Context: an optimization exercise on an open-source flow, tuned for small area. The choices shown serve that exercise and are no tape-out recipe. The RTL was checked by simulation tests, not by an equivalence proof against the original design. In every run shown here, the design's own scripts or RTL, not TritonCTS, make the clock network. The clock input has no modelled driver; a real chip could not lean on it and would need a root buffer or a full tree. No activity file was given, so power comes from the tool's default toggle rates.

$ cat flow/flow/run.sh
#!/bin/bash
# The standard ORFS layout with three changes: the technology mapping of the
# combinational logic uses an area-oriented ABC script (flow/area.abc; the
# rest of the synthesis, flip-flop mapping included, is synth_recipe.tcl
# unchanged, except that adders are not mapped to adder cells first), the
# port buffers are buf_1, and the clock tree is built by flow/cts_pre.tcl: a
# few clock buffers, each driving a group of neighbouring flip-flops.
set -euo pipefail
HERE=$(pwd)
{
  head -n 1 synth_recipe.tcl
  echo "proc abc {args} {"
  echo "  set i [lsearch -exact \$args -script]"
  echo "  if { \$i >= 0 } { lset args [expr { \$i + 1 }] $HERE/flow/area.abc }"
  echo "  yosys abc {*}\$args"
  echo "}"
  tail -n +2 synth_recipe.tcl
} > flow_synth.tcl
export BUFFER_PORTS_ARGS="-buffer_cell sky130_fd_sc_hd__buf_1"
export PRE_CTS_TCL=$HERE/flow/cts_pre.tcl
bash standard.sh SYNTH_SCRIPT=$HERE/flow_synth.tcl ADDER_MAP_FILE= finish > standard_make.log 2>&1
$ cat flow/design.v
package pkg_UART;    
    typedef struct packed {
        logic [29 : 0]  zero;
        logic           new_rx;
        logic           send;
    } control_UART_r;
    typedef struct packed {
        logic [23 : 0]  zero;
        logic [7  : 0]  data;
    } data_UART_r;
endpackage
module top_module_UART (
    input  logic        clk_10MHz,
    input  logic        rst,
    input  logic        wr_pi,
    input  logic        reg_sel_pi,
    input  logic        addr_pi,
    input  logic [31:0] input_pi,
    output logic [31:0] output_po,
    input  logic        rx,
    output logic        tx
);
    localparam int TXT = 1041;   
    localparam int RXT = 65;     
    localparam logic [10:0] T_TERM = 11'b00000000101;   
    localparam logic [6:0]  R_TERM = 7'b0001110;        
    localparam logic [10:0] T_POL  = 11'b01010101010;
    localparam logic [6:0]  R_POL  = 7'b0101010;
    logic [10:0] tq;     
    logic [6:0]  rq;
    logic [10:0] ts_l;
    logic [6:0]  rs_l;
    logic        ttick, rtick;
    assign ts_l  = tq ^ T_POL;
    assign rs_l  = rq ^ R_POL;
    assign ttick = (ts_l == T_TERM);
    assign rtick = (rs_l == R_TERM);
    logic tload, rload;
    assign tload = ~rst | ttick;
    assign rload = ~rst | rtick;
    always_ff @(posedge clk_10MHz) begin
        for (int i = 1; i < 10; i++) tq[i] <= (tload | ts_l[i-1]) ^ T_POL[i];
        tq[10] <= rst & (ttick | ts_l[9]);
        tq[0]  <= (tload | (ts_l[10] ^ ts_l[8])) ^ T_POL[0];
    end
    always_ff @(posedge clk_10MHz) begin
        for (int i = 1; i < 6; i++) rq[i] <= (rload | rs_l[i-1]) ^ R_POL[i];
        rq[6] <= rst & (rtick | rs_l[5]);
        rq[0] <= (rload | (rs_l[6] ^ rs_l[5])) ^ R_POL[0];
    end
    logic [4:0] ts;
    logic [7:0] tbuf;
    logic       sclr;
    assign sclr = (ts[4:3] == 2'b00) & ~ts_l[1];
    always_ff @(posedge clk_10MHz) begin
        if (!rst) ts <= 5'b01000;
        else if (ts[4]) begin
            if (ttick) ts <= ts + 5'd1;
        end else if (!ts[3]) begin
            if (sclr) ts <= 5'b01000;
        end else if (ttick && ts[2:0] == 3'b110) begin
            ts <= 5'b10110;
        end else begin
            ts[2] <= ts[2] | ttick;
            ts[1] <= ts[1] | ts[0];
            ts[0] <= ~ts[1] & (ts[0] | ctrl0);
        end
    end
    always_ff @(posedge clk_10MHz) begin
        if (ts[4:3] == 2'b01 && ts[1:0] == 2'b01) tbuf <= dr0;
    end
    always_comb begin
        if (ts[4:3] == 2'b11) tx = tbuf[ts[2:0]];
        else                  tx = (ts != 5'b10111);
    end
    localparam logic [1:0] R_IDLE = 2'd0, R_START = 2'd1, R_DATA = 2'd2, R_STOP = 2'd3;
    logic [1:0] rst_s;
    logic [3:0] dur;
    logic [7:0] rsh;
    logic       bend, ld1, rxset;
    assign bend  = rtick & (dur == 4'd15);
    assign ld1   = (rst_s == R_IDLE) & (dur == 4'd1);
    assign rxset = (rst_s == R_IDLE) & (dur == 4'd2);
    always_ff @(posedge clk_10MHz) begin
        if (!rst) rst_s <= R_IDLE;
        else case (rst_s)
            R_IDLE:  if (rtick && !rx) rst_s <= R_START;
            R_START: if (rtick && rx) rst_s <= R_IDLE;
                     else if (bend) rst_s <= R_DATA;
            R_DATA:  if (bend && rsh[0]) rst_s <= R_STOP;
            default: if (bend) rst_s <= R_IDLE;
        endcase
    end
    always_ff @(posedge clk_10MHz) begin
        if (!rst || (rst_s == R_START && rtick && rx)) dur <= 4'd8;
        else if (rst_s == R_IDLE ? dur != 4'd8 : rtick) dur <= dur + 4'd1;
    end
    always_ff @(posedge clk_10MHz) begin
        if (rst_s == R_START && bend)     rsh <= 8'h80;
        else if (rst_s == R_DATA && bend) rsh <= {rx, rsh[7:1]};
    end
    logic [31:0] nctrl;
    logic [7:0]  ndr0, ndr1, dr0;
    logic        ctrl0;
    logic        gc, hc, g0, h0, g1, h1;
    assign ctrl0 = ~nctrl[0];
    assign dr0   = ~ndr0;
    assign gc = rst & wr_pi & ~reg_sel_pi;
    assign hc = rst & ~(wr_pi & ~reg_sel_pi);
    assign g0 = rst & wr_pi & reg_sel_pi;
    assign h0 = rst & ~(wr_pi & reg_sel_pi);
    assign g1 = rst & ld1;
    assign h1 = rst & ~ld1;
    always_ff @(posedge clk_10MHz) begin
        nctrl[31:2] <= ~((gc ? input_pi[31:2] : 30'd0) | (hc ? ~nctrl[31:2] : 30'd0));
        ndr0 <= ~((g0 ? input_pi[7:0] : 8'd0) | (h0 ? ~ndr0 : 8'd0));
        ndr1 <= ~((g1 ? rsh : 8'd0) | (h1 ? ~ndr1 : 8'd0));
    end
    always_ff @(posedge clk_10MHz) begin
        if (!rst) nctrl[1:0] <= 2'b11;
        else if (wr_pi && !reg_sel_pi) nctrl[1:0] <= ~input_pi[1:0];
        else if (sclr) nctrl[0] <= 1'b1;
        else if (rxset) nctrl[1] <= 1'b0;
    end
    logic sc, s0, s1;
    assign sc = ~reg_sel_pi;
    assign s0 = reg_sel_pi & ~addr_pi;
    assign s1 = reg_sel_pi & addr_pi;
    assign output_po[31:8] = ~(nctrl[31:8] | {24{reg_sel_pi}});
    assign output_po[7:0]  = ~(({8{sc}} & nctrl[7:0]) | ({8{s0}} & ndr0) | ({8{s1}} & ndr1));
endmodule
$ cat flow/flow/cts_pre.tcl
# Replaces clock_tree_synthesis: the clock sinks are split into groups of
# neighbouring flip-flops, each driven by one clock buffer placed at the
# group's centre; a root buffer drives the group buffers.
proc clock_tree_synthesis { args } {
  set leaf_cell sky130_fd_sc_hd__clkbuf_16
  set root_cell sky130_fd_sc_hd__clkbuf_4
  set max_group 31
  set block [ord::get_db_block]
  set clk_port [lindex [get_property [lindex [all_clocks] 0] sources] 0]
  set clk_name [get_full_name $clk_port]
  set net [$block findNet $clk_name]
  set dbu [$block getDbUnitsPerMicron]
  set sinks {}
  foreach it [$net getITerms] {
    if { ![$it isInputSignal] } { continue }
    lassign [$it getAvgXY] ok x y
    if { !$ok } {
      set inst [$it getInst]
      set bb [$inst getBBox]
      set x [expr { ([$bb xMin] + [$bb xMax]) / 2 }]
      set y [expr { ([$bb yMin] + [$bb yMax]) / 2 }]
    }
    lappend sinks [list [expr { double($x) / $dbu }] [expr { double($y) / $dbu }] \
      "[[$it getInst] getName]/[[$it getMTerm] getName]"]
  }
  set n [llength $sinks]
  set groups [expr { ($n + $max_group - 1) / $max_group }]
  set rows [expr { max(1, int(round(sqrt($groups)))) }]
  puts "clock sinks: $n, groups: $groups in $rows rows"
  set by_y [lsort -real -index 1 $sinks]
  set leaf_pins {}
  set k 0
  set a 0
  for { set r 0 } { $r < $rows } { incr r } {
    # groups in this row, and the sinks they take
    set cols [expr { ($r + 1) * $groups / $rows - $r * $groups / $rows }]
    set b [expr { $a + ($cols * $n + $groups - 1) / $groups - 1 }]
    if { $r == $rows - 1 } { set b [expr { $n - 1 }] }
    set row [lsort -real -index 0 [lrange $by_y $a $b]]
    set a [expr { $b + 1 }]
    set m [llength $row]
    for { set c 0 } { $c < $cols } { incr c } {
      set g [lrange $row [expr { $c * $m / $cols }] [expr { ($c + 1) * $m / $cols - 1 }]]
      if { [llength $g] == 0 } { continue }
      set sx 0.0
      set sy 0.0
      set pins {}
      foreach s $g {
        lassign $s x y p
        set sx [expr { $sx + $x }]
        set sy [expr { $sy + $y }]
        lappend pins [get_pins $p]
      }
      set cx [expr { $sx / [llength $g] }]
      set cy [expr { $sy / [llength $g] }]
      set buf [insert_buffer -buffer_cell $leaf_cell -net $clk_name -load_pins $pins \
        -location [list $cx $cy] -buffer_name clkbuf_leaf_$k -net_name clknet_leaf_$k]
      set bname [get_full_name $buf]
      lappend leaf_pins [get_pins $bname/A]
      [$block findNet [get_full_name [get_nets -of_objects [get_pins $bname/X]]]] setSigType CLOCK
      incr k
    }
  }
  if { [llength $leaf_pins] > 4 } {
    set sx 0.0; set sy 0.0
    foreach s $sinks { set sx [expr { $sx + [lindex $s 0] }]; set sy [expr { $sy + [lindex $s 1] }] }
    set buf [insert_buffer -buffer_cell $root_cell -net $clk_name -load_pins $leaf_pins \
      -location [list [expr { $sx / $n }] [expr { $sy / $n }]] \
      -buffer_name clkbuf_root -net_name clknet_root]
    set bname [get_full_name $buf]
    [$block findNet [get_full_name [get_nets -of_objects [get_pins $bname/X]]]] setSigType CLOCK
  }
  $net setSigType CLOCK
  set_propagated_clock [all_clocks]
}
$ cat flow/flow/area.abc
strash
dch -f
amap -F 1000 -A 1000
strash
dch -f
amap -F 1000 -A 1000
strash
dch -f
amap -F 1000 -A 1000
strash
dch -f
amap -F 1000 -A 1000
$ cat flow/standard.sh
#!/bin/bash
# synth_recipe.tcl (not shown) runs the flow's synth.tcl, then flattens the netlist and writes it again
# the make line also repeats each setting of config.mk as NAME=value (left out here)
make -C /OpenROAD-flow-scripts/flow DESIGN_CONFIG=/design/flow/config.mk WORK_HOME=/design/flow/orfs CLKGATE_MAP_FILE= SYNTH_SCRIPT=/design/flow/synth_recipe.tcl "${@:-finish}"
$ cat flow/config.mk
export PLATFORM = sky130hd
export DESIGN_NAME = top_module_UART
export DESIGN_NICKNAME = top_module_UART
export VERILOG_FILES = /design/flow/design.v
export SDC_FILE = /design/flow/constraint.sdc
export NUM_CORES = 4
export LEC_CHECK = 0
export CAP_MARGIN = 20
export CORE_MARGIN = 2
export CORE_UTILIZATION = 70
export PLACE_DENSITY = 0.75
export SLEW_MARGIN = 20
$ cat flow/constraint.sdc
create_clock -name core_clock -period 20.0 [get_ports {clk_10MHz}]
set_input_delay 4.0000 -clock core_clock [delete_from_list [all_inputs] [get_ports {clk_10MHz}]]
set_output_delay 4.0000 -clock core_clock [all_outputs]
set_load 0.01 [all_outputs]
==> summary.md, run 1 <==
| Metric | Value |
|---|---|
| Share of Yosys cell area claimed by the top area cell type | `0.505` |
| Register area share after synthesis | `0.576` |
| Post-CTS Hold Fix Bufs | `0` |
| Rows | `25` |
| First-pass GRT wire length | `between 10000 and 15000 um` |
| Final Non-Filler Cells | `a little over 500` |
| Layout cells sized above 1 | `0.0152` |
| Ys Warns | `1` |
| ANT cells | `0` |
| Via count | `about 3000` |
| Yosys reg bits | `93` |
| Post-CTS setup buffer count | `0` |
| Vias in the first global route | `~2700` |
| Mean post-synth cell area | `between 8 and 9 um^2` |
| Post-synth EDFFs | `8` |
| Initial DRC Count | `245` |
| Critical Path, Cell by Cell | `buf_1 -> buf_4 -> clkinv_1 -> nor2b_1 -> a222oi_1 -> buf_1` |
| Final WL | `between 7000 and 8000 um` |
| Residual DRC count | `0` |
| Top delay family on crit path | `buffers and inverters` |
| Synthesized Nets | `424` |
| Syn Inst Count | `around 390` |
| Crit. End Element | `primary output` |
| Multiplexer share of the synthesized area | `0` |
| Fin. Hold Viols | `0` |
| Worst-Skew Late Latency | `between 0.15 and 0.2 ns` |
| Cell Area, Placed | `0.00373 mm^2` |
| Detail Placement HPWL | `5270 um` |
| Core footprint | `0.00469 mm^2` |
| Die area | `~0.0054 mm^2` |
| Highest clock rate | `between 100 and 150 MHz` |
| Starting Density | `0.719` |
| Via density | `about 6` |
| Final setup violation count | `0` |
| Worst VDD drop | `around 0.061 mV` |
| Crit path kind | `in -> out` |
| Final Slew Violations | `0` |
| Pin count of the biggest net entering global routing | `45` |
| Largest family of logic cells by synthesized area | `simple AND/OR/NAND/NOR gates` |
| Net count of the finished layout | `502` |
| Final hold slack | `0.392 ns` |
| Clock Pin Slew Worst Setup and Hold Paths | `0.11 ns` |
| Post-CTS Resized | `0` |
| Worst Path Max Fanout | `26` |
| Area growth, synth to finish | `12.8%` |
| RSZ-0062 raised after global routing | `false` |
| Mapped Area | `about 0.0034 mm^2` |
| Startpoint types | `primary input` |
| Minimum clock period | `9.70 ns` |
| 1st-pass router iterations | `6` |
| Critical Path Most Common Cell | `buf_1` |
| Drt wl/cell | `~14 um` |
| Post-Synth XOR/XNOR Area | `0` |
| Worst EP arrival | `around 5.7 ns` |
| Most frequent cells in the layout | `111 x nor2_1, 85 x dfxtp_1, 70 x buf_1` |
| Placer congestion estimate | `0.859` |
| Worst rel slew slack | `0.267` |
| Dpl cells | `between 500 and 600` |
| Final Util | `0.810` |
| Primary FF master, synth | `dfxtp_1` |
| Delay of the slowest critical-path stage | `0.58 ns` |
| Post-synthesis simple-gate area fraction | `0.190` |
| Power per cell area | `84.4 mW/mm^2` |
| DRT antenna net count | `0` |
| Synth top area cells | `dfxtp_1 50%, nor2_1 12%, edfxtp_1 7.1%, a31oi_1 6.7%, clkinv_1 4.6%` |
| GRT overflow | `0` |
| Final Cycle Share | `0.485` |
| I/O Buffers | `70` |
| Finished Cell Area | `roughly 0.0038 mm^2` |
| Leak pwr | `roughly 1.3 nW` |
| CP Buf/Inv Count | `4` |
| Max-capacitance violation count | `0` |
| Required time of the critical path | `16.00 ns` |
| HP Class | `reg -> reg` |
| Worst path slowest cell | `nor2b_1` |
| Cell taking the most area after synthesis | `dfxtp_1` |
| Die Height | `around 73 um` |
| Post-synth cell types | `24` |
| Async SR Flop Fraction | `0` |
| Post-Route Skew | `around 0.0079 ns` |
| Die W | `about 73 um` |
| Synth Area in Adders | `0` |
| Ports | `71` |
| Total Neg Setup Slack | `0 ns` |
| Status | `finished clean` |
| Total track usage | `0.269` |
| Antenna violations before repair | `0` |
| Most common cell after layout, fill and taps aside | `nor2_1` |
| Slew @ Worst Pin | `roughly 1.1 ns` |
| Synth Area in Compound Gates | `0.188` |
==> registers in the layout, indices dropped and copies added (netlist names) <==
| name | flops |
|---|---|
| tbuf | 8 |
| rq | 7 |
| rst_s | 2 |
| nctrl | 32 |
| ndr0 | 8 |
| ndr1 | 8 |
| ts | 5 |
| rsh | 8 |
| tq | 11 |
| dur | 4 |
==> report_power, final <==
part,total (mW),internal [mW],switching (mW)
registers,0.206,0.198,0.00750
logic,0.0425,0.0149,0.0275
clock network,0.0728,0.0279,0.0448
==> Yosys cell counts (all sizes together) (8+ instances only) <==
library cell  instances
o21ai                 8
nor2                112
dfxtp                85
a31oi                36
clkinv               41
nand2                19
a222oi                9
edfxtp                8
nand3                10
a21oi                14
nor3                 11
==> layout make-up, clock buffers not listed <==
| cell class | instances | area [um^2] |
|---|---|---|
| timing repair buffer | 73 | 285 |
| multi-input combinational | 252 | 1280 |
| sequential | 93 | 1940 |
| tap | 54 | 67.6 |
| fill | 332 | 890 |
| inverter | 41 | 154 |
==> metrics by stage <==
stage	worst slack, ns	power (mW)
floorplan	11.24	0.237
global placement	10.47	0.250
detailed placement	10.36	0.252
CTS	10.36	0.321
global route	10.18	0.335
finish	10.30	0.321
==> worst reg2reg max path, stage by stage, from the launching register on <==
cell      delay [ns]
dfxtp_1         0.38
clkinv_1        0.09
or4_1           0.48
nor3_1          0.25
nand2_1         0.18
nor3_1          0.24
clkinv_1        0.16
nor2_1          0.44
clkinv_1        0.37
nor2_1          0.16
a21oi_1         0.06
or2_0           0.21
==> path summary, 6_finish.rpt <==
path	from	end	slack, ns	cells past startpoint
min	tq[3]$_DFF_P_	tq[4]$_DFF_P_	0.39	1
max reg2reg	rq[5]$_DFF_P_	rsh[7]$_SDFFE_PP1P_	16.88	11
max	reg_sel_pi	output_po[1]	10.30	6
min reg2reg	tq[3]$_DFF_P_	tq[4]$_DFF_P_	0.39	1
==> logic make-up (layout without fill, tap and decap cells) <==
group,count (synthesis),in the layout
AND/OR/NAND/NOR,159,159
buffers and inverters,41,117
AO/OA/AOI/OAI,93,93
flip-flops,93,93
==> routing by layer <==
layer  share of wire  wire, um  GRT usage  vias to the layer above
met5               0         0          0                        -
met4           0.015       108     0.0343                        0
met3           0.070       514     0.0178                       12
met2            0.49      3570      0.470                      137
met1            0.43      3170      0.381                     1415
li1                -         -          -                     1528
==> run 2: changes to the inputs <==
--- a/flow/flow/area.abc
+++ b/flow/flow/area.abc
@@ -1,2 +1,6 @@
+strash
+&get -n
+&deepsyn -T 30
+&put
 strash
 dch -f
==> summary.md, run 2 <==
| Metric | Value |
|---|---|
| Via count | `2942 (was 3092)` |
| Drt wl/cell | `13.8 um (was 14.3 um)` |
| Worst rel slew slack | `0.294 (was 0.267)` |
| Max-capacitance violation count | `0 (unchanged)` |
| Core footprint | `0.00444 mm^2 (was 0.00469 mm^2)` |
| HP Class | `reg -> reg (unchanged)` |
| Area growth, synth to finish | `13.0% (was 12.8%)` |
| Startpoint types | `primary input (unchanged)` |
| Sequential share of power | `0.676 (was 0.641)` |
| RSZ-0062 raised after global routing | `false (unchanged)` |
| Initial DRC Count | `136 (was 245)` |
| Async SR Flop Fraction | `0 (unchanged)` |
| Final WL | `7080 um (was 7360 um)` |
| Synth top area cells | `dfxtp_1 52%, nor2_1 11%, a21oi_1 8.6%, edfxtp_1 7.3%, clkinv_1 5.2% (was dfxtp_1 50%, nor2_1 12%, edfxtp_1 7.1%, a31oi_1 6.7%, clkinv_1 4.6%)` |
| Power per cell area | `78.9 mW/mm^2 (was 84.4 mW/mm^2)` |
| Vias in the first global route | `2731 (was 2662)` |
| Synthesized Nets | `424 (unchanged)` |
| Share of Yosys cell area claimed by the top area cell type | `0.516 (was 0.505)` |
| Rows | `24 (was 25)` |
| Required time of the critical path | `16.00 ns (about the same)` |
| Final Slew Violations | `0 (unchanged)` |
| Worst Path Max Fanout | `33 (was 26)` |
| Register area share after synthesis | `0.588 (was 0.576)` |
| Top delay family on crit path | `buffers and inverters (unchanged)` |
| Fin. Hold Viols | `0 (unchanged)` |
| Clock power frac | `0.245 (was 0.227)` |
| Psw | `0.0634 mW (was 0.0799 mW)` |
| Net count of the finished layout | `502 (unchanged)` |
| Via density | `5.72 (was 5.99)` |
| Post-CTS setup buffer count | `0 (unchanged)` |
| Critical Path Most Common Cell | `buf_1 (unchanged)` |
| Syn Inst Count | `386 (unchanged)` |
| GRT overflow | `0 (unchanged)` |
| ANT cells | `0 (unchanged)` |
| DRT antenna net count | `0 (unchanged)` |
| Finished Cell Area | `0.00373 mm^2 (was 0.00380 mm^2)` |
| Synth cell count leaders | `100 x nor2_1, 85 x dfxtp_1, 57 x a21oi_1 (was 112 x nor2_1, 85 x dfxtp_1, 41 x clkinv_1)` |
| Post-CTS Hold Fix Bufs | `0 (unchanged)` |
| Minimum clock period | `9.58 ns (was 9.70 ns)` |
| Total Neg Setup Slack | `0 ns (unchanged)` |
| Status | `finished clean (unchanged)` |
| Cell-internal power | `0.231 mW (was 0.241 mW)` |
| Starting Density | `0.743 (was 0.719)` |
| Highest clock rate | `104 MHz (was 103 MHz)` |
| Post-CTS Resized | `0 (unchanged)` |
| Largest regs | `nctrl: 32 flops, tq: 11 flops (unchanged)` |
| Final setup violation count | `0 (unchanged)` |
| Crit. End Element | `primary output (unchanged)` |
| Layout cells sized above 1 | `0.0152 (unchanged)` |
| Ys Warns | `1 (unchanged)` |
| R2r setup slk | `16.63 ns (was 16.88 ns)` |
| Total track usage | `0.265 (was 0.269)` |
| Crit path kind | `in -> out (unchanged)` |
| 1st-pass router iterations | `5 (was 6)` |
| Placer congestion estimate | `0.822 (was 0.859)` |
| Critical Path, Cell by Cell | `buf_1 -> buf_4 -> clkinv_1 -> nor2_1 -> a22oi_1 -> o21ai_0 -> buf_1 (was buf_1 -> buf_4 -> clkinv_1 -> nor2b_1 -> a222oi_1 -> buf_1)` |
| Top register by number of flip-flops | `nctrl (unchanged)` |
| Worst path slowest cell | `nor2_1 (was nor2b_1)` |
| Cell Area, Placed | `0.00365 mm^2 (was 0.00373 mm^2)` |
| Mapped Area | `0.00330 mm^2 (was 0.00337 mm^2)` |
| Residual DRC count | `0 (unchanged)` |
| Most common cell after layout, fill and taps aside | `nor2_1 (unchanged)` |
| Worst EP arrival | `5.58 ns (was 5.70 ns)` |
| Detail Placement HPWL | `5140 um (was 5270 um)` |
| Pin count of the biggest net entering global routing | `34 (was 45)` |
| Mean post-synth cell area | `8.55 um^2 (was 8.74 um^2)` |
| Die W | `72.7 um (was 73.4 um)` |
| Logic pwr share | `0.079 (was 0.132)` |
| Delay of the slowest critical-path stage | `0.47 ns (was 0.58 ns)` |
| Post-synth EDFFs | `8 (unchanged)` |
| Cell taking the most area after synthesis | `dfxtp_1 (unchanged)` |
| Final Cycle Share | `0.479 (was 0.485)` |
| Post-Route Skew | `0.00906 ns (was 0.00786 ns)` |
| Most frequent cells in the layout | `99 x nor2_1, 85 x dfxtp_1, 70 x buf_1 (was 111 x nor2_1, 85 x dfxtp_1, 70 x buf_1)` |
| Ports | `71 (unchanged)` |
| Sw frac | `0.215 (was 0.249)` |
| Clock Pin Slew Worst Setup and Hold Paths | `0.11 ns (about the same)` |
| Die area | `0.00528 mm^2 (was 0.00539 mm^2)` |
| Yosys reg bits | `93 (unchanged)` |
| Count leader, synth | `nor2_1 (unchanged)` |
| Number of flip-flops under the largest register name | `32 (unchanged)` |
| Antenna violations before repair | `0 (unchanged)` |
| Die Height | `72.7 um (was 73.4 um)` |
| Worst VDD drop | `0.0920 mV (was 0.0615 mV)` |
| First-pass GRT wire length | `11500 um (was 11900 um)` |
| I/O Buffers | `70 (unchanged)` |
| Worst-Skew Late Latency | `0.17 ns (about the same)` |
| Slew @ Worst Pin | `1.05 ns (was 1.09 ns)` |
| Primary FF master, synth | `dfxtp_1 (unchanged)` |
| Leak pwr | `1.32 nW (was 1.33 nW)` |
| Post-synth cell types | `27 (was 24)` |
| CP Buf/Inv Count | `4 (unchanged)` |
==> run 2: changes by cell type after synthesis, sizes merged, moves of 4 or more <==
| cell | before | now |
|---|---|---|
| clkinv | 41 | 46 |
| o221ai | 6 | 1 |
| a222oi | 9 | 0 |
| a21oi | 14 | 57 |
| o21ai | 8 | 20 |
| nand2 | 19 | 13 |
| a31oi | 36 | 1 |
| nor2 | 112 | 100 |
| a221oi | 4 | 0 |
==> run 2: routing by layer <==
metal,track usage,vias up,wire (um)
met1,0.333,1365,2900
met3,0.0138,18,329
met2,0.491,102,3670
met4,0.0761,0,188
li1,-,1457,-
met5,0,-,0
==> run 2: stage by stage <==
stage,power [mW],instances,setup WS (ns),utilization,hold WS [ns]
2_1_floorplan,0.216,386,11.32,-,0.358
3_3_place_gp,0.225,511,10.51,0.822,0.362
3_5_place_dp,0.226,511,10.44,0.822,0.369
4_1_cts,0.295,514,10.42,0.839,0.395
5_1_grt,0.305,514,10.27,0.839,0.410
6_report,0.294,514,10.42,0.839,0.395
==> run 2: cell families after synthesis <==
family	synth area share
AND/OR/NAND/NOR	0.174
flip-flops	0.588
AO/OA/AOI/OAI	0.186
buffers and inverters	0.0523
==> run 2: cell type report, clock buffers not listed <==
class | count | area [um^2]
Fill cell | 291 | 716
Inverter | 46 | 173
Multi-Input combinational cell | 247 | 1190
Sequential cell | 93 | 1940
Tap cell | 52 | 65.1
Timing Repair Buffer | 73 | 285
==> run 2: path summary, 6_finish.rpt <==
path | endpoint | depth (start not counted) | from
worst max-delay path | output_po[4] | 7 | reg_sel_pi
worst min-delay path | rq[2]$_DFF_P_ | 1 | rq[1]$_DFF_P_
worst max register to register | rsh[7]$_SDFFE_PP1P_ | 10 | rq[5]$_DFF_P_
worst min register to register | rq[2]$_DFF_P_ | 1 | rq[1]$_DFF_P_
==> run 2: power groups by stage <==
stage / logic [mW] / clock network, mW / registers (mW)
floorplan: 0.0133 / 0 / 0.202
global placement: 0.0221 / 0 / 0.203
detailed placement: 0.0232 / 0 / 0.203
CTS: 0.0233 / 0.0725 / 0.199
global route: 0.0262 / 0.0788 / 0.200
finish: 0.0232 / 0.0720 / 0.199
==> run 2: worst reg2reg max path, cell delays in order (launching register included) <==
cell	delay, ns
dfxtp_1	0.35
clkinv_1	0.08
nor2_1	0.15
nand2_1	0.07
nor4b_1	0.76
clkinv_1	0.33
nor3_1	0.34
nand2_1	0.16
nand3_1	0.31
o21ai_0	0.40
o22a_1	0.31
==> run 3: changes to the inputs <==
--- a/flow/flow/area.abc
+++ b/flow/flow/area.abc
@@ -1,6 +1,2 @@
-strash
-&get -n
-&deepsyn -T 30
-&put
 strash
 dch -f
--- a/flow/config.mk
+++ b/flow/config.mk
@@ -6,7 +6,7 @@
 export NUM_CORES = 4
 export LEC_CHECK = 0
-export CAP_MARGIN = 20
+export CAP_MARGIN = 0
 export CORE_MARGIN = 2
 export CORE_UTILIZATION = 70
 export PLACE_DENSITY = 0.75
-export SLEW_MARGIN = 20
+export SLEW_MARGIN = 0
==> summary.md, run 3 <==
| Metric | Value |
|---|---|
| Syn Inst Count | `386 (unchanged)` |
| Top delay family on crit path | `buffers and inverters (unchanged)` |
| Crit path kind | `in -> out (unchanged)` |
| Starting Density | `0.719 (was 0.743)` |
| Via count | `3092 (was 2942)` |
| Post-CTS Resized | `0 (unchanged)` |
| First-pass GRT wire length | `11900 um (was 11500 um)` |
| Residual DRC count | `0 (unchanged)` |
| Delay of the slowest critical-path stage | `0.58 ns (was 0.47 ns)` |
| Top register by number of flip-flops | `nctrl (unchanged)` |
| Mean post-synth cell area | `8.74 um^2 (was 8.55 um^2)` |
| Placer congestion estimate | `0.859 (was 0.822)` |
| Max-capacitance violation count | `0 (unchanged)` |
| Worst rel slew slack | `0.267 (was 0.294)` |
| Crit. End Element | `primary output (unchanged)` |
| Share of Yosys cell area claimed by the top area cell type | `0.505 (was 0.516)` |
| Pin count of the biggest net entering global routing | `45 (was 34)` |
| Count leader, synth | `nor2_1 (unchanged)` |
| Hold_sp | `tq[3]$_DFF_P_ (was rq[1]$_DFF_P_)` |
| Final Slew Violations | `0 (unchanged)` |
| Mapped Area | `0.00337 mm^2 (was 0.00330 mm^2)` |
| Async SR Flop Fraction | `0 (unchanged)` |
| Cell Area, Placed | `0.00373 mm^2 (was 0.00365 mm^2)` |
| Die area | `0.00539 mm^2 (was 0.00528 mm^2)` |
| Highest clock rate | `103 MHz (was 104 MHz)` |
| Finished Cell Area | `0.00380 mm^2 (was 0.00373 mm^2)` |
| Layout cells sized above 1 | `0.0152 (unchanged)` |
| Worst EP arrival | `5.70 ns (was 5.58 ns)` |
| Largest regs | `nctrl: 32 flops, tq: 11 flops (unchanged)` |
| Rows | `25 (was 24)` |
| Final WL | `7360 um (was 7080 um)` |
| Post-CTS setup buffer count | `0 (unchanged)` |
| Post-synth cell types | `24 (was 27)` |
| RR Endpoint | `rsh[7]$_SDFFE_PP1P_ (unchanged)` |
| Worst VDD drop | `0.0615 mV (was 0.0920 mV)` |
| Power per cell area | `84.4 mW/mm^2 (was 78.9 mW/mm^2)` |
| Post-synth EDFFs | `8 (unchanged)` |
| Worst path slowest cell | `nor2b_1 (was nor2_1)` |
| DRT antenna net count | `0 (unchanged)` |
| Area growth, synth to finish | `12.8% (was 13.0%)` |
| WHS Path Cells | `1 (unchanged)` |
| Crit Reg-Reg Startpoint | `rq[5]$_DFF_P_ (unchanged)` |
| Via density | `5.99 (was 5.72)` |
| Hold Path End | `tq[4]$_DFF_P_ (was rq[2]$_DFF_P_)` |
| Status | `finished clean (unchanged)` |
| Post-Route Skew | `0.00786 ns (was 0.00906 ns)` |
| Antenna violations before repair | `0 (unchanged)` |
| Leak pwr | `1.33 nW (was 1.32 nW)` |
| Cell taking the most area after synthesis | `dfxtp_1 (unchanged)` |
| Clock Pin Slew Worst Setup and Hold Paths | `0.11 ns (about the same)` |
| Cell depth of the worst flop-to-flop path | `11 (was 10)` |
| Ports | `71 (unchanged)` |
| Critical Path Most Common Cell | `buf_1 (unchanged)` |
| Most frequent cells in the layout | `111 x nor2_1, 85 x dfxtp_1, 70 x buf_1 (was 99 x nor2_1, 85 x dfxtp_1, 70 x buf_1)` |
| CP Buf/Inv Count | `4 (unchanged)` |
| RSZ-0062 raised after global routing | `false (unchanged)` |
| Slew @ Worst Pin | `1.09 ns (was 1.05 ns)` |
| I/O Buffers | `70 (unchanged)` |
| Ys Warns | `1 (unchanged)` |
| Startpoint types | `primary input (unchanged)` |
| Final setup violation count | `0 (unchanged)` |
| ANT cells | `0 (unchanged)` |
| Post-CTS Hold Fix Bufs | `0 (unchanged)` |
| Worst Path Max Fanout | `26 (was 33)` |
| Yosys reg bits | `93 (unchanged)` |
| Net count of the finished layout | `502 (unchanged)` |
| Die W | `73.4 um (was 72.7 um)` |
| Core footprint | `0.00469 mm^2 (was 0.00444 mm^2)` |
| Register area share after synthesis | `0.576 (was 0.588)` |
| GRT overflow | `0 (unchanged)` |
| Synthesized Nets | `424 (unchanged)` |
| Detail Placement HPWL | `5270 um (was 5140 um)` |
| Die Height | `73.4 um (was 72.7 um)` |
| Critical Path, Cell by Cell | `buf_1 -> buf_4 -> clkinv_1 -> nor2b_1 -> a222oi_1 -> buf_1 (was buf_1 -> buf_4 -> clkinv_1 -> nor2_1 -> a22oi_1 -> o21ai_0 -> buf_1)` |
| Minimum clock period | `9.70 ns (was 9.58 ns)` |
| Synth top area cells | `dfxtp_1 50%, nor2_1 12%, edfxtp_1 7.1%, a31oi_1 6.7%, clkinv_1 4.6% (was dfxtp_1 52%, nor2_1 11%, a21oi_1 8.6%, edfxtp_1 7.3%, clkinv_1 5.2%)` |
| Primary FF master, synth | `dfxtp_1 (unchanged)` |
| Total track usage | `0.269 (was 0.265)` |
| Number of flip-flops under the largest register name | `32 (unchanged)` |
| Final Cycle Share | `0.485 (was 0.479)` |
| Fin. Hold Viols | `0 (unchanged)` |
| Synth cell count leaders | `112 x nor2_1, 85 x dfxtp_1, 41 x clkinv_1 (was 100 x nor2_1, 85 x dfxtp_1, 57 x a21oi_1)` |
| Required time of the critical path | `16.00 ns (about the same)` |
| Initial DRC Count | `245 (was 136)` |
| Worst-Skew Late Latency | `0.17 ns (about the same)` |
| Drt wl/cell | `14.3 um (was 13.8 um)` |
| R2r setup slk | `16.88 ns (was 16.63 ns)` |
| HP Class | `reg -> reg (unchanged)` |
| 1st-pass router iterations | `6 (was 5)` |
| Total Neg Setup Slack | `0 ns (unchanged)` |
| Most common cell after layout, fill and taps aside | `nor2_1 (unchanged)` |
| Vias in the first global route | `2662 (was 2731)` |
[run 3: changes by cell type in the layout (fill, tap and decap cells not counted), sizes merged, moves of 6 or more]
cell,before,now
nor2,100,112
nand2,13,19
a222oi,0,9
a21oi,57,14
o21ai,20,8
a31oi,1,36
[run 3: where the power goes]
part	switching (mW)	leakage [nW]	internal, mW	total (mW)
sequential	0.00750	0.771	0.198	0.206
combinational	0.0275	0.525	0.0149	0.0425
clock	0.0448	0.0370	0.0279	0.0728
total	0.0799	1.33	0.241	0.321
[run 3: kinds of logic (layout without fill, tap and decap cells)]
group	Yosys count	in the layout	share of synthesized area
AND/OR/NAND/NOR	159	159	0.190
AO/OA/AOI/OAI	93	93	0.188
flip-flops	93	93	0.576
buffers and inverters	41	117	0.0456
[run 3: metrics by stage]
stage	utilization	setup WS [ns]	total power, mW	hold slack (ns)	cells
final	0.810	10.30	0.321	0.392	516
after global routing	0.810	10.18	0.335	0.410	516
after CTS	0.810	10.36	0.321	0.394	516
after detailed placement	0.794	10.36	0.252	0.369	513
after global placement	0.794	10.47	0.250	0.363	513
after floorplan	-	11.24	0.237	0.353	386
[run 3: per-layer routing]
metal | GRT usage | share of wire | up-vias
li1 | - | - | 1528
met1 | 0.381 | 0.43 | 1415
met2 | 0.470 | 0.49 | 137
met3 | 0.0178 | 0.070 | 12
met4 | 0.0343 | 0.015 | 0
met5 | 0 | 0 | -
[run 3: final cells by class, clock buffers not listed]
| class | count | area (um^2) |
|---|---|---|
| Sequential cell | 93 | 1940 |
| Timing Repair Buffer | 73 | 285 |
| Inverter | 41 | 154 |
| Multi-Input combinational cell | 252 | 1280 |
| Fill cell | 332 | 890 |
| Tap cell | 54 | 67.6 |
[run 3: worst max-delay path by stage]
stage	slack, ns	depth (start not counted)	endpoint	from
floorplan	11.24	3	output_po[0]	reg_sel_pi
global placement	10.47	6	output_po[0]	reg_sel_pi
detailed placement	10.36	6	output_po[7]	reg_sel_pi
CTS	10.36	6	output_po[1]	reg_sel_pi
global route	10.18	6	output_po[0]	reg_sel_pi
finish	10.30	6	output_po[1]	reg_sel_pi
==> run 4: changes to the inputs <==
--- a/flow/flow/run.sh
+++ b/flow/flow/run.sh
@@ -1,5 +1,6 @@
 #!/bin/bash
 # The standard ORFS layout with three changes: the technology mapping of the
-# combinational logic uses an area-oriented ABC script (flow/area.abc; the
+# combinational logic is chosen for area by flow/abc_pick.tcl (several ABC
+# scripts, flow/abc/*.abc, are tried and the smallest mapping is kept; the
 # rest of the synthesis, flip-flop mapping included, is synth_recipe.tcl
 # unchanged, except that adders are not mapped to adder cells first), the
@@ -10,9 +11,5 @@
 {
   head -n 1 synth_recipe.tcl
-  echo "proc abc {args} {"
-  echo "  set i [lsearch -exact \$args -script]"
-  echo "  if { \$i >= 0 } { lset args [expr { \$i + 1 }] $HERE/flow/area.abc }"
-  echo "  yosys abc {*}\$args"
-  echo "}"
+  echo "source $HERE/flow/abc_pick.tcl"
   tail -n +2 synth_recipe.tcl
 } > flow_synth.tcl
==> flow/flow/abc/a0.abc (new file) <==
strash
dch -f
amap -F 1000 -A 1000
strash
dch -f
amap -F 1000 -A 1000
strash
dch -f
amap -F 1000 -A 1000
strash
dch -f
amap -F 1000 -A 1000
==> flow/flow/abc/ds0.abc (new file) <==
strash
&get -n
&deepsyn -T 30 -S 0
&put
strash
dch -f
amap -F 1000 -A 1000
strash
dch -f
amap -F 1000 -A 1000
strash
dch -f
amap -F 1000 -A 1000
strash
dch -f
amap -F 1000 -A 1000
==> flow/flow/abc/ds1.abc (new file) <==
strash
&get -n
&deepsyn -T 30 -S 1
&put
strash
dch -f
amap -F 1000 -A 1000
strash
dch -f
amap -F 1000 -A 1000
strash
dch -f
amap -F 1000 -A 1000
strash
dch -f
amap -F 1000 -A 1000
==> flow/flow/abc/ds2.abc (new file) <==
strash
&get -n
&deepsyn -T 30 -S 2
&put
strash
dch -f
amap -F 1000 -A 1000
strash
dch -f
amap -F 1000 -A 1000
strash
dch -f
amap -F 1000 -A 1000
strash
dch -f
amap -F 1000 -A 1000
==> flow/flow/abc/ds3.abc (new file) <==
strash
&get -n
&deepsyn -T 30 -S 3
&put
strash
dch -f
amap -F 1000 -A 1000
strash
dch -f
amap -F 1000 -A 1000
strash
dch -f
amap -F 1000 -A 1000
strash
dch -f
amap -F 1000 -A 1000
==> flow/flow/abc/ds4.abc (new file) <==
strash
&get -n
&deepsyn -T 30 -S 4
&put
strash
dch -f
amap -F 1000 -A 1000
strash
dch -f
amap -F 1000 -A 1000
strash
dch -f
amap -F 1000 -A 1000
strash
dch -f
amap -F 1000 -A 1000
==> flow/flow/abc/ds5.abc (new file) <==
strash
&get -n
&deepsyn -T 30 -S 5
&put
strash
dch -f
amap -F 1000 -A 1000
strash
dch -f
amap -F 1000 -A 1000
strash
dch -f
amap -F 1000 -A 1000
strash
dch -f
amap -F 1000 -A 1000
==> flow/flow/abc_pick.tcl (new file) <==
# Technology mapping of the combinational logic for area: ABC is run with
# each of the scripts below (flow/abc/*.abc: AIG optimisation with
# different random seeds, then repeated area-oriented mapping) and the
# mapping with the smallest cell area is kept. Everything else in the
# synthesis is synth_recipe.tcl (ORFS's synthesis) unchanged.
set ::abc_pick_dir [file normalize [file join [file dirname [info script]] abc]]

proc abc { args } {
  set i [lsearch -exact $args -script]
  set libs {}
  foreach j [lsearch -all -exact $args -liberty] {
    lappend libs -liberty [lindex $args [expr { $j + 1 }]]
  }
  set scripts [lsort [glob -directory $::abc_pick_dir *.abc]]
  yosys design -save abc_pick_before
  set best_area ""
  set best_script ""
  foreach s $scripts {
    yosys design -load abc_pick_before
    set a $args
    lset a [expr { $i + 1 }] $s
    yosys abc {*}$a
    set rpt [tee -q -s result.string stat {*}$libs]
    if { ![regexp {Chip area for (?:top )?module[^:]*:\s*([0-9.]+)} $rpt -> area] } {
      error "abc_pick: no area for $s"
    }
    puts "abc_pick: $s area $area"
    if { $best_area eq "" || $area < $best_area } {
      set best_area $area
      set best_script $s
      yosys design -save abc_pick_best
    }
  }
  puts "abc_pick: kept $best_script area $best_area"
  yosys design -load abc_pick_best
}
--- a/flow/config.mk
+++ b/flow/config.mk
@@ -6,7 +6,7 @@
 export NUM_CORES = 4
 export LEC_CHECK = 0
-export CAP_MARGIN = 0
+export CAP_MARGIN = 20
 export CORE_MARGIN = 2
 export CORE_UTILIZATION = 70
 export PLACE_DENSITY = 0.75
-export SLEW_MARGIN = 0
+export SLEW_MARGIN = 20
removed: flow/flow/area.abc
==> summary.md, run 4 <==
| Metric | Value |
|---|---|
| Status | `finished clean (unchanged)` |
| Core footprint | `0.00441 mm^2 (was 0.00469 mm^2)` |
| Final Non-Filler Cells | `490 (was 516)` |
| Number of fill cells | `287 (was 332)` |
| Startpoint types | `primary input (unchanged)` |
| Mapped Area | `0.00324 mm^2 (was 0.00337 mm^2)` |
| Area growth, synth to finish | `13.2% (was 12.8%)` |
| Final Worst Setup Slack | `10.34 ns (was 10.30 ns)` |
| Initial DRC Count | `150 (was 245)` |
| Detail Placement HPWL | `4960 um (was 5270 um)` |
| Post-synth EDFFs | `8 (unchanged)` |
| Via count | `2787 (was 3092)` |
| Syn Inst Count | `363 (was 386)` |
| Pin count of the biggest net entering global routing | `33 (was 45)` |
| Clock Pin Slew Worst Setup and Hold Paths | `0.11 ns (about the same)` |
| Most frequent cells in the layout | `100 x nor2_1, 85 x dfxtp_1, 70 x buf_1 (was 111 x nor2_1, 85 x dfxtp_1, 70 x buf_1)` |
| Required time of the critical path | `16.00 ns (about the same)` |
| Die Height | `72.1 um (was 73.4 um)` |
| Drt wl/cell | `13.9 um (was 14.3 um)` |
| Synth top area cells | `dfxtp_1 52%, nor2_1 12%, a21oi_1 7.9%, edfxtp_1 7.4%, clkinv_1 4.5% (was dfxtp_1 50%, nor2_1 12%, edfxtp_1 7.1%, a31oi_1 6.7%, clkinv_1 4.6%)` |
| RSZ-0062 raised after global routing | `false (unchanged)` |
| Antenna violations before repair | `0 (unchanged)` |
| Synth cell count leaders | `101 x nor2_1, 85 x dfxtp_1, 51 x a21oi_1 (was 112 x nor2_1, 85 x dfxtp_1, 41 x clkinv_1)` |
| Cell taking the most area after synthesis | `dfxtp_1 (unchanged)` |
| Most common cell after layout, fill and taps aside | `nor2_1 (unchanged)` |
| Max-capacitance violation count | `0 (unchanged)` |
| Worst VDD drop | `0.0787 mV (was 0.0615 mV)` |
| DRT antenna net count | `0 (unchanged)` |
| Placer congestion estimate | `0.937 (was 0.859)` |
| Final Total Pwr | `0.295 mW (was 0.321 mW)` |
| 1st-pass router iterations | `6 (unchanged)` |
| Register area | `0.00194 mm^2 (unchanged)` |
| Post-Route Skew | `0.00518 ns (was 0.00786 ns)` |
| Yosys reg bits | `93 (unchanged)` |
| Ys Warns | `1 (unchanged)` |
| Post-CTS Hold Fix Bufs | `0 (unchanged)` |
| Place WS | `10.41 ns (was 10.36 ns)` |
| Grt met1 use | `0.322 (was 0.381)` |
| Largest regs | `nctrl: 32 flops, tq: 11 flops (unchanged)` |
| Async SR Flop Fraction | `0 (unchanged)` |
| Die W | `72.1 um (was 73.4 um)` |
| Power per cell area | `80.4 mW/mm^2 (was 84.4 mW/mm^2)` |
| Residual DRC count | `0 (unchanged)` |
| Layer with the highest usage | `met2 (unchanged)` |
| Post-CTS Resized | `0 (unchanged)` |
| GRT overflow | `0 (unchanged)` |
| Final Slew Violations | `0 (unchanged)` |
| Final setup violation count | `0 (unchanged)` |
| Met2 Use GR | `0.503 (was 0.470)` |
| Count leader, synth | `nor2_1 (unchanged)` |
| Crit. End Element | `primary output (unchanged)` |
| Ports | `71 (unchanged)` |
| Highest clock rate | `104 MHz (was 103 MHz)` |
| Post-CTS setup buffer count | `0 (unchanged)` |
| Leak pwr | `1.30 nW (was 1.33 nW)` |
| Worst Path Max Fanout | `25 (was 26)` |
| Primary FF master, synth | `dfxtp_1 (unchanged)` |
| Total track usage | `0.258 (was 0.269)` |
| Met3 global-route usage | `0.0139 (was 0.0178)` |
| Minimum clock period | `9.66 ns (was 9.70 ns)` |
| Dpl cells | `487 (was 513)` |
| Die area | `0.00519 mm^2 (was 0.00539 mm^2)` |
| Worst-Skew Late Latency | `0.17 ns (about the same)` |
| Layout cells sized above 1 | `0.0183 (was 0.0152)` |
| Slew @ Worst Pin | `1.03 ns (was 1.09 ns)` |
| Fin. Hold Viols | `0 (unchanged)` |
| Starting Density | `0.734 (was 0.719)` |
| Vias in the first global route | `2551 (was 2662)` |
| First-pass GRT wire length | `11100 um (was 11900 um)` |
| Final Cycle Share | `0.483 (was 0.485)` |
| Final WL | `6790 um (was 7360 um)` |
| Synthesized Nets | `401 (was 424)` |
| Via density | `5.69 (was 5.99)` |
| Worst EP arrival | `5.66 ns (was 5.70 ns)` |
| Top register by number of flip-flops | `nctrl (unchanged)` |
| Crit path kind | `in -> out (unchanged)` |
| Number of flip-flops under the largest register name | `32 (unchanged)` |
| Net count of the finished layout | `478 (was 502)` |
| Register area share after synthesis | `0.599 (was 0.576)` |
| I/O Buffers | `70 (unchanged)` |
| Mean post-synth cell area | `8.93 um^2 (was 8.74 um^2)` |
| Total Neg Setup Slack | `0 ns (unchanged)` |
| Share of Yosys cell area claimed by the top area cell type | `0.525 (was 0.505)` |
| Multi-input gate area | `0.00116 mm^2 (was 0.00128 mm^2)` |
| HP Class | `reg -> reg (unchanged)` |
| Worst rel slew slack | `0.311 (was 0.267)` |
| Rows | `24 (was 25)` |
| Post-synth cell types | `32 (was 24)` |
| ANT cells | `0 (unchanged)` |
## run 4: kinds of logic after synthesis
family,count (synthesis),synth area share
flip-flops,93,0.599
AND/OR/NAND/NOR,136,0.173
AO/OA/AOI/OAI,94,0.181
XOR/XNOR,1,0.00270
buffers and inverters,39,0.0452
## run 4: layer usage
metal  up-vias  share of wire
met1      1290           0.41
met4         0          0.012
met5         -              0
li1       1410              -
met3         6          0.043
met2        81           0.53
## run 4: power breakdown
group,internal (mW),leakage (nW),switching [mW]
logic,0.00886,0.490,0.0154
clock network,0.0279,0.0370,0.0435
registers,0.195,0.771,0.00432
## run 4: through the flow
stage | utilization | hold slack (ns) | instance area, um^2
after floorplan | - | 0.358 | 3240
after global placement | 0.813 | 0.364 | 3590
after detailed placement | 0.813 | 0.370 | 3590
after CTS | 0.830 | 0.402 | 3660
after global routing | 0.832 | 0.410 | 3670
final | 0.832 | 0.402 | 3670
## run 4: cell type report, clock buffers not listed
class                      instances  area share
tap                               52      0.0177
timing repair buffer              72      0.0757
multi-input combinational        231       0.317
sequential                        93       0.529
inverter                          39      0.0399
## run 4: final timing paths
check                       endpoint  depth (start not counted)           from  slack, ns
setup reg to reg  ts[3]$_SDFFE_PN1P_                          8  tq[4]$_DFF_P_      17.60
setup / recovery        output_po[0]                          6     reg_sel_pi      10.34
hold / removal         rq[2]$_DFF_P_                          1  rq[1]$_DFF_P_       0.40
hold reg to reg        rq[2]$_DFF_P_                          1  rq[1]$_DFF_P_       0.40
## run 4: critical path, stage by stage
cell and delay, ns:
buf_1 0.07, buf_4 0.25, clkinv_1 0.33, nor2b_1 0.59, a222oi_1 0.24, buf_1 0.17
==> run 5: changes to the inputs <==
--- a/flow/design.v
+++ b/flow/design.v
@@ -21,4 +21,7 @@
     output logic        tx
 );
+    logic [31:0] nctrl;
+    logic [7:0]  ndr0, ndr1;
+    logic        ctrl0;
     localparam int TXT = 1041;   
     localparam int RXT = 65;     
@@ -50,5 +53,5 @@
     end
     logic [4:0] ts;
-    logic [7:0] tbuf;
+    logic [7:0] ntbuf;   
     logic       sclr;
     assign sclr = (ts[4:3] == 2'b00) & ~ts_l[1];
@@ -68,8 +71,8 @@
     end
     always_ff @(posedge clk_10MHz) begin
-        if (ts[4:3] == 2'b01 && ts[1:0] == 2'b01) tbuf <= dr0;
+        if (ts[4:3] == 2'b01 && ts[1:0] == 2'b01) ntbuf <= ndr0;
     end
     always_comb begin
-        if (ts[4:3] == 2'b11) tx = tbuf[ts[2:0]];
+        if (ts[4:3] == 2'b11) tx = ~ntbuf[ts[2:0]];
         else                  tx = (ts != 5'b10111);
     end
@@ -100,10 +103,6 @@
         else if (rst_s == R_DATA && bend) rsh <= {rx, rsh[7:1]};
     end
-    logic [31:0] nctrl;
-    logic [7:0]  ndr0, ndr1, dr0;
-    logic        ctrl0;
     logic        gc, hc, g0, h0, g1, h1;
     assign ctrl0 = ~nctrl[0];
-    assign dr0   = ~ndr0;
     assign gc = rst & wr_pi & ~reg_sel_pi;
     assign hc = rst & ~(wr_pi & ~reg_sel_pi);
==> summary.md, run 5 <==
| Metric | Value |
|---|---|
| Status | `finished clean (unchanged)` |
| Dpl cells | `484 (was 487)` |
| Ports | `71 (unchanged)` |
| Detail Placement HPWL | `4920 um (was 4960 um)` |
| Largest regs | `nctrl: 32 flops, tq: 11 flops (unchanged)` |
| Clock Pin Slew Worst Setup and Hold Paths | `0.11 ns (about the same)` |
| Worst Path Max Fanout | `26 (was 25)` |
| Slew @ Worst Pin | `1.01 ns (was 1.03 ns)` |
| Post-CTS Hold Fix Bufs | `0 (unchanged)` |
| Clock power frac | `0.248 (was 0.242)` |
| Residual DRC count | `0 (unchanged)` |
| Sequential share of power | `0.678 (was 0.676)` |
| 1st-pass router iterations | `5 (was 6)` |
| Rows | `24 (unchanged)` |
| Final Non-Filler Cells | `487 (was 490)` |
| Worst-Skew Late Latency | `0.17 ns (about the same)` |
| Synthesized Nets | `396 (was 401)` |
| Die area | `0.00516 mm^2 (was 0.00519 mm^2)` |
| Minimum clock period | `9.67 ns (was 9.66 ns)` |
| Fin. Hold Viols | `0 (unchanged)` |
| Leak pwr | `1.28 nW (was 1.30 nW)` |
| Yosys reg bits | `93 (unchanged)` |
| Drt wl/cell | `14.1 um (was 13.9 um)` |
| Synth top area cells | `dfxtp_1 53%, nor2_1 11%, a21oi_1 8.4%, edfxtp_1 7.5%, clkinv_1 3.8% (was dfxtp_1 52%, nor2_1 12%, a21oi_1 7.9%, edfxtp_1 7.4%, clkinv_1 4.5%)` |
| Core footprint | `0.00438 mm^2 (was 0.00441 mm^2)` |
| Die W | `71.8 um (was 72.1 um)` |
| Sw frac | `0.212 (was 0.214)` |
| Count leader, synth | `nor2_1 (unchanged)` |
| Top register by number of flip-flops | `nctrl (unchanged)` |
| Via count | `2806 (was 2787)` |
| Final Util | `0.835 (was 0.832)` |
| Post-CTS Resized | `0 (unchanged)` |
| Share of Yosys cell area claimed by the top area cell type | `0.528 (was 0.525)` |
| I/O Buffers | `70 (unchanged)` |
| Number of flip-flops under the largest register name | `32 (unchanged)` |
| ANT cells | `0 (unchanged)` |
| Worst EP arrival | `5.67 ns (was 5.66 ns)` |
| Final WL | `6860 um (was 6790 um)` |
| Mapped Area | `0.00322 mm^2 (was 0.00324 mm^2)` |
| Worst VDD drop | `0.0868 mV (was 0.0787 mV)` |
| Synth cell count leaders | `96 x nor2_1, 85 x dfxtp_1, 54 x a21oi_1 (was 101 x nor2_1, 85 x dfxtp_1, 51 x a21oi_1)` |
| Initial DRC Count | `168 (was 150)` |
| Startpoint types | `primary input (unchanged)` |
| RSZ-0062 raised after global routing | `false (unchanged)` |
| Power per cell area | `79.7 mW/mm^2 (was 80.4 mW/mm^2)` |
| Post-CTS setup buffer count | `0 (unchanged)` |
| Most frequent cells in the layout | `96 x nor2_1, 85 x dfxtp_1, 70 x buf_1 (was 100 x nor2_1, 85 x dfxtp_1, 70 x buf_1)` |
| Syn Inst Count | `358 (was 363)` |
| Psw | `0.0620 mW (was 0.0633 mW)` |
| Final hold slack | `0.399 ns (was 0.402 ns)` |
| Primary FF master, synth | `dfxtp_1 (unchanged)` |
| Final Slew Violations | `0 (unchanged)` |
| Cell-internal power | `0.230 mW (was 0.232 mW)` |
| Starting Density | `0.735 (was 0.734)` |
| Crit path kind | `in -> out (unchanged)` |
| Vias in the first global route | `2589 (was 2551)` |
| Async SR Flop Fraction | `0 (unchanged)` |
| Final Cycle Share | `0.484 (was 0.483)` |
| Ys Warns | `1 (unchanged)` |
| Most common cell after layout, fill and taps aside | `nor2_1 (unchanged)` |
| Post-synth cell types | `30 (was 32)` |
| Cell taking the most area after synthesis | `dfxtp_1 (unchanged)` |
| Total track usage | `0.273 (was 0.258)` |
| Mean post-synth cell area | `9.00 um^2 (was 8.93 um^2)` |
| Highest clock rate | `103 MHz (was 104 MHz)` |
| Net count of the finished layout | `475 (was 478)` |
| Area growth, synth to finish | `13.6% (was 13.2%)` |
| Number of fill cells | `277 (was 287)` |
| Antenna violations before repair | `0 (unchanged)` |
| Post-synth EDFFs | `8 (unchanged)` |
| Worst rel slew slack | `0.323 (was 0.311)` |
| Required time of the critical path | `16.00 ns (about the same)` |
| Total Neg Setup Slack | `0 ns (unchanged)` |
| Register area share after synthesis | `0.603 (was 0.599)` |
| Placer congestion estimate | `0.883 (was 0.937)` |
| Pin count of the biggest net entering global routing | `34 (was 33)` |
| GRT overflow | `0 (unchanged)` |
| Logic pwr share | `0.075 (was 0.082)` |
| Die Height | `71.8 um (was 72.1 um)` |
| Final setup violation count | `0 (unchanged)` |
| Layout cells sized above 1 | `0.0184 (was 0.0183)` |
| Post-Route Skew | `0.00639 ns (was 0.00518 ns)` |
| First-pass GRT wire length | `11600 um (was 11100 um)` |
| Max-capacitance violation count | `0 (unchanged)` |
| HP Class | `reg -> reg (unchanged)` |
| DRT antenna net count | `0 (unchanged)` |
| Crit. End Element | `primary output (unchanged)` |
| Via density | `5.76 (was 5.69)` |
run 5: changes by cell type after synthesis, sizes merged, moves of 2 or more:
cell and change:
clkinv -6, nor2 -5, nand3 +2, a21oi +3, nor4 +3, a2111oi -2, a31oi +2
run 5: logic make-up (layout without fill, tap and decap cells):
logic type	Yosys count	in the layout	share of synthesized area
AO/OA/AOI/OAI	96	96	0.181
AND/OR/NAND/NOR	136	136	0.177
flip-flops	93	93	0.603
buffers and inverters	33	110	0.0384
run 5: metrics by stage:
step | area [um^2] | power (mW) | worst slack [ns]
after detailed placement | 3580 | 0.223 | 10.41
after global placement | 3580 | 0.222 | 10.52
final | 3660 | 0.292 | 10.33
after global routing | 3660 | 0.302 | 10.25
after CTS | 3660 | 0.292 | 10.42
after floorplan | 3220 | 0.213 | 11.26
run 5: per-layer routing:
metal,vias to the layer above,global-route usage,routed length [um]
met2,84,0.506,3610
met1,1303,0.364,2870
met4,0,0.0314,92
met5,-,0,0
li1,1408,-,-
met3,11,0.0155,292
run 5: critical path, cell delays in order:
cell,delay [ns]
buf_1,0.07
buf_4,0.27
clkinv_1,0.33
nor2b_1,0.60
a222oi_1,0.23
buf_1,0.17
run 5: final timing paths:
kind / from / end / slack [ns] / depth (start not counted)
max: reg_sel_pi / output_po[0] / 10.33 / 6
min: rq[1]$_DFF_P_ / rq[2]$_DFF_P_ / 0.40 / 1
max reg2reg: rq[5]$_DFF_P_ / rsh[5]$_SDFFE_PP0P_ / 17.24 / 9
min reg2reg: rq[1]$_DFF_P_ / rq[2]$_DFF_P_ / 0.40 / 1
run 5: cell type report, clock buffers not listed:
type / instances / area, um^2 / share of cell area
timing repair buffer: 74 / 293 / 0.0800
multi-input combinational: 232 / 1160 / 0.317
tap: 52 / 65.1 / 0.0178
sequential: 93 / 1940 / 0.531
inverter: 33 / 124 / 0.0338
run 5: power groups by stage:
stage	registers (mW)	clock network (mW)	logic, mW
finish	0.198	0.0723	0.0218
global route	0.198	0.0789	0.0245
CTS	0.198	0.0721	0.0218
detailed placement	0.202	0	0.0215
global placement	0.202	0	0.0207
floorplan	0.201	0	0.0123
==> run 6: changes to the inputs <==
--- a/flow/design.v
+++ b/flow/design.v
@@ -80,5 +80,5 @@
     logic [1:0] rst_s;
     logic [3:0] dur;
-    logic [7:0] rsh;
+    logic [7:0] nrsh;    
     logic       bend, ld1, rxset;
     assign bend  = rtick & (dur == 4'd15);
@@ -91,5 +91,5 @@
             R_START: if (rtick && rx) rst_s <= R_IDLE;
                      else if (bend) rst_s <= R_DATA;
-            R_DATA:  if (bend && rsh[0]) rst_s <= R_STOP;
+            R_DATA:  if (bend && !nrsh[0]) rst_s <= R_STOP;
             default: if (bend) rst_s <= R_IDLE;
         endcase
@@ -100,6 +100,6 @@
     end
     always_ff @(posedge clk_10MHz) begin
-        if (rst_s == R_START && bend)     rsh <= 8'h80;
-        else if (rst_s == R_DATA && bend) rsh <= {rx, rsh[7:1]};
+        if (rst_s == R_START && bend)     nrsh <= 8'h7f;
+        else if (rst_s == R_DATA && bend) nrsh <= {~rx, nrsh[7:1]};
     end
     logic        gc, hc, g0, h0, g1, h1;
@@ -114,5 +114,5 @@
         nctrl[31:2] <= ~((gc ? input_pi[31:2] : 30'd0) | (hc ? ~nctrl[31:2] : 30'd0));
         ndr0 <= ~((g0 ? input_pi[7:0] : 8'd0) | (h0 ? ~ndr0 : 8'd0));
-        ndr1 <= ~((g1 ? rsh : 8'd0) | (h1 ? ~ndr1 : 8'd0));
+        ndr1 <= ~((g1 ? ~nrsh : 8'd0) | (h1 ? ~ndr1 : 8'd0));
     end
     always_ff @(posedge clk_10MHz) begin
==> summary.md, run 6 <==
| Metric | Value |
|---|---|
| Status | `finished clean (unchanged)` |
| Dpl cells | `467 (was 484)` |
| Final hold slack | `0.409 ns (was 0.399 ns)` |
| Crit path from | `reg_sel_pi (unchanged)` |
| I/O Buffers | `70 (unchanged)` |
| Final Non-Filler Cells | `471 (was 487)` |
| Async SR Flop Fraction | `0 (unchanged)` |
| R2r setup slk | `17.30 ns (was 17.24 ns)` |
| DRT antenna net count | `0 (unchanged)` |
| Multi-input gate area | `0.00119 mm^2 (was 0.00116 mm^2)` |
| Synth Area in Compound Gates | `0.201 (was 0.181)` |
| Worst Path Max Fanout | `25 (was 26)` |
| Final Total Pwr | `0.296 mW (was 0.292 mW)` |
| Post-synth EDFFs | `8 (unchanged)` |
| Largest regs | `nctrl: 32 flops, tq: 11 flops (unchanged)` |
| Initial DRC Count | `206 (was 168)` |
| Syn Inst Count | `342 (was 358)` |
| 1st-pass router iterations | `5 (unchanged)` |
| Post-Synth XOR/XNOR Area | `0 (unchanged)` |
| ANT cells | `0 (unchanged)` |
| Area growth, synth to finish | `13.5% (was 13.6%)` |
| Vias in the first global route | `2628 (was 2589)` |
| Worst EP arrival | `5.53 ns (was 5.67 ns)` |
| Drt wl/cell | `15.1 um (was 14.1 um)` |
| Register area share after synthesis | `0.604 (was 0.603)` |
| Final WL | `7120 um (was 6860 um)` |
| Via density | `6.02 (was 5.76)` |
| Final setup violation count | `0 (unchanged)` |
| Hold_sp | `rq[1]$_DFF_P_ (unchanged)` |
| Post-CTS Resized | `0 (unchanged)` |
| Starting Density | `0.733 (was 0.735)` |
| Register area | `0.00194 mm^2 (unchanged)` |
| Synthesized Nets | `380 (was 396)` |
| Most frequent cells in the layout | `85 x dfxtp_1, 83 x nor2_1, 70 x buf_1 (was 96 x nor2_1, 85 x dfxtp_1, 70 x buf_1)` |
| Required time of the critical path | `16.00 ns (about the same)` |
| Worst rel slew slack | `0.312 (was 0.323)` |
| First-pass GRT wire length | `11700 um (was 11600 um)` |
| Placer congestion estimate | `0.886 (was 0.883)` |
| Fin. Hold Viols | `0 (unchanged)` |
| Delay of the slowest critical-path stage | `0.49 ns (was 0.60 ns)` |
| Critical Path, Cell by Cell | `buf_1 -> buf_4 -> clkinv_1 -> nor2b_1 -> a222oi_1 -> buf_1 (unchanged)` |
| Critical Path Most Common Cell | `buf_1 (unchanged)` |
| Count leader, synth | `dfxtp_1 (was nor2_1)` |
| Die W | `71.8 um (about the same)` |
| Multiplexer share of the synthesized area | `0 (unchanged)` |
| Pin count of the biggest net entering global routing | `33 (was 34)` |
| Crit path kind | `in -> out (unchanged)` |
| Post-synth cell types | `33 (was 30)` |
| Layout cells sized above 1 | `0.0191 (was 0.0184)` |
| Post-synthesis simple-gate area fraction | `0.168 (was 0.177)` |
| Post-CTS Hold Fix Bufs | `0 (unchanged)` |
| Worst path slowest cell | `nor2b_1 (unchanged)` |
| Synth cell count leaders | `85 x dfxtp_1, 84 x nor2_1, 44 x a21oi_1 (was 96 x nor2_1, 85 x dfxtp_1, 54 x a21oi_1)` |
| Cell taking the most area after synthesis | `dfxtp_1 (unchanged)` |
| Antenna violations before repair | `0 (unchanged)` |
| Residual DRC count | `0 (unchanged)` |
| Ports | `71 (unchanged)` |
| Worst VDD drop | `0.0868 mV (about the same)` |
| Leak pwr | `1.26 nW (was 1.28 nW)` |
| Number of fill cells | `276 (was 277)` |
| Detail Placement HPWL | `5010 um (was 4920 um)` |
| Clock Pin Slew Worst Setup and Hold Paths | `0.11 ns (about the same)` |
| Final Slew Violations | `0 (unchanged)` |
| Post-Route Skew | `0.00886 ns (was 0.00639 ns)` |
| Crit Reg-Reg Startpoint | `rq[1]$_DFF_P_ (was rq[5]$_DFF_P_)` |
| Rows | `24 (unchanged)` |
| Final Worst Setup Slack | `10.47 ns (was 10.33 ns)` |
| Max-capacitance violation count | `0 (unchanged)` |
| Top register by number of flip-flops | `nctrl (unchanged)` |
| Post-CTS setup buffer count | `0 (unchanged)` |
| Highest clock rate | `105 MHz (was 103 MHz)` |
| Synth top area cells | `dfxtp_1 53%, nor2_1 9.8%, edfxtp_1 7.5%, a21oi_1 6.9%, o22a_1 3.8% (was dfxtp_1 53%, nor2_1 11%, a21oi_1 8.4%, edfxtp_1 7.5%, clkinv_1 3.8%)` |
| Total Neg Setup Slack | `0 ns (unchanged)` |
| Crit. End Element | `primary output (unchanged)` |
| Mapped Area | `0.00321 mm^2 (was 0.00322 mm^2)` |
| Synth Area in Adders | `0 (unchanged)` |
| Minimum clock period | `9.53 ns (was 9.67 ns)` |
| Final Cycle Share | `0.476 (was 0.484)` |
| Core footprint | `0.00438 mm^2 (unchanged)` |
| RSZ-0062 raised after global routing | `false (unchanged)` |
| Slew @ Worst Pin | `1.03 ns (was 1.01 ns)` |
| Yosys reg bits | `93 (unchanged)` |
| Startpoint types | `primary input (unchanged)` |
| Largest family of logic cells by synthesized area | `compound AO/OA/AOI/OAI gates (unchanged)` |
| Most common cell after layout, fill and taps aside | `dfxtp_1 (was nor2_1)` |
| Die Height | `71.8 um (about the same)` |
| GRT overflow | `0 (unchanged)` |
| Total track usage | `0.275 (was 0.273)` |
| Number of flip-flops under the largest register name | `32 (unchanged)` |
| Via count | `2837 (was 2806)` |
| Place WS | `10.52 ns (was 10.41 ns)` |
| Power per cell area | `81.1 mW/mm^2 (was 79.7 mW/mm^2)` |
| Die area | `0.00515 mm^2 (was 0.00516 mm^2)` |
| Worst-Skew Late Latency | `0.17 ns (about the same)` |
| Primary FF master, synth | `dfxtp_1 (unchanged)` |
| Net count of the finished layout | `459 (was 475)` |
| HP Class | `reg -> reg (unchanged)` |
| Mean post-synth cell area | `9.40 um^2 (was 9.00 um^2)` |
| Share of Yosys cell area claimed by the top area cell type | `0.529 (was 0.528)` |
| Ys Warns | `1 (unchanged)` |
[run 6: per-layer routing]
| metal | vias up | routed length [um] | track usage |
|---|---|---|---|
| met4 | 0 | 88 | 0.0566 |
| met1 | 1357 | 2950 | 0.354 |
| met2 | 87 | 3720 | 0.506 |
| met3 | 8 | 351 | 0.0239 |
| li1 | 1385 | - | - |
| met5 | - | 0 | 0 |
[run 6: per-stage QoR]
step | area, um^2 | util
finish | 3650 | 0.832
global route | 3650 | 0.832
CTS | 3640 | 0.831
detailed placement | 3570 | 0.814
global placement | 3570 | 0.814
floorplan | 3210 | -
[run 6: path summary, 6_finish.rpt]
check | end | cells past startpoint
hold reg to reg | rq[2]$_DFF_P_ | 1
hold / removal | rq[2]$_DFF_P_ | 1
setup reg to reg | nrsh[4]$_SDFFE_PP1P_ | 7
setup / recovery | output_po[5] | 6
[run 6: power by group]
part	leakage, nW	internal, mW	switching [mW]	total, mW
clock network	0.0370	0.0279	0.0437	0.0715
logic	0.462	0.00898	0.0157	0.0246
registers	0.761	0.195	0.00450	0.200
[run 6: cell families after synthesis]
| logic type | Yosys count |
|---|---|
| AOI/OAI and AO/OA | 98 |
| buffers and inverters | 23 |
| DFF | 93 |
| and+or+nand+nor | 128 |
[run 6: cell type report, clock buffers not listed]
cell class	count	area share
Tap cell	52	0.0178
Timing Repair Buffer	74	0.0796
Sequential cell	93	0.532
Inverter	23	0.0237
Multi-Input combinational cell	226	0.326
[run 6: critical path, delay by kind of cell]
kind / cells / cell delay, ns
simple gates: 1 / 0.49
compound gates: 1 / 0.21
buf+inv: 4 / 0.82

separate check: timing with driven ports:
How much do the figures lean on ideal ports? The routed layouts below were timed once more, with nothing changed but the port constraints.
Step 1 (the two cells are an assumption about what drives the block):
set clk [get_ports {clk_10MHz}]
set_driving_cell -lib_cell sky130_fd_sc_hd__clkbuf_16 $clk
set_driving_cell -lib_cell sky130_fd_sc_hd__buf_2 [delete_from_list [all_inputs] $clk]
Step 2 times the ports against the registers' clock, not the clock port: input delays grow and output delays shrink by t, the midpoint of the rising clock arrivals with the driver on.
Three values: ideal ports, drivers, drivers and shift; two values: the first two.
run | t (ns) | setup WS [ns] | worst setup path after step 2 | worst register clock-pin slew, ns
run 1 | 0.230 | 10.299 / 10.276 / 10.276 | input to output | 0.11 / 0.11
run 2 | 0.230 | 10.418 / 10.388 / 10.388 | input to output | 0.11 / 0.11
run 3 | 0.230 | 10.299 / 10.276 / 10.276 | input to output | 0.11 / 0.11
run 4 | 0.225 | 10.342 / 10.320 / 10.320 | input to output | 0.11 / 0.11
run 5 | 0.228 | 10.328 / 10.299 / 10.299 | input to output | 0.11 / 0.11
run 6 | 0.225 | 10.472 / 10.450 / 10.450 | input to output | 0.11 / 0.11
After both steps setup and hold are still met in every run listed. The setup slack of run 2, which loses most, moves by -0.030 ns with the drivers and by -0.030 ns with both steps.
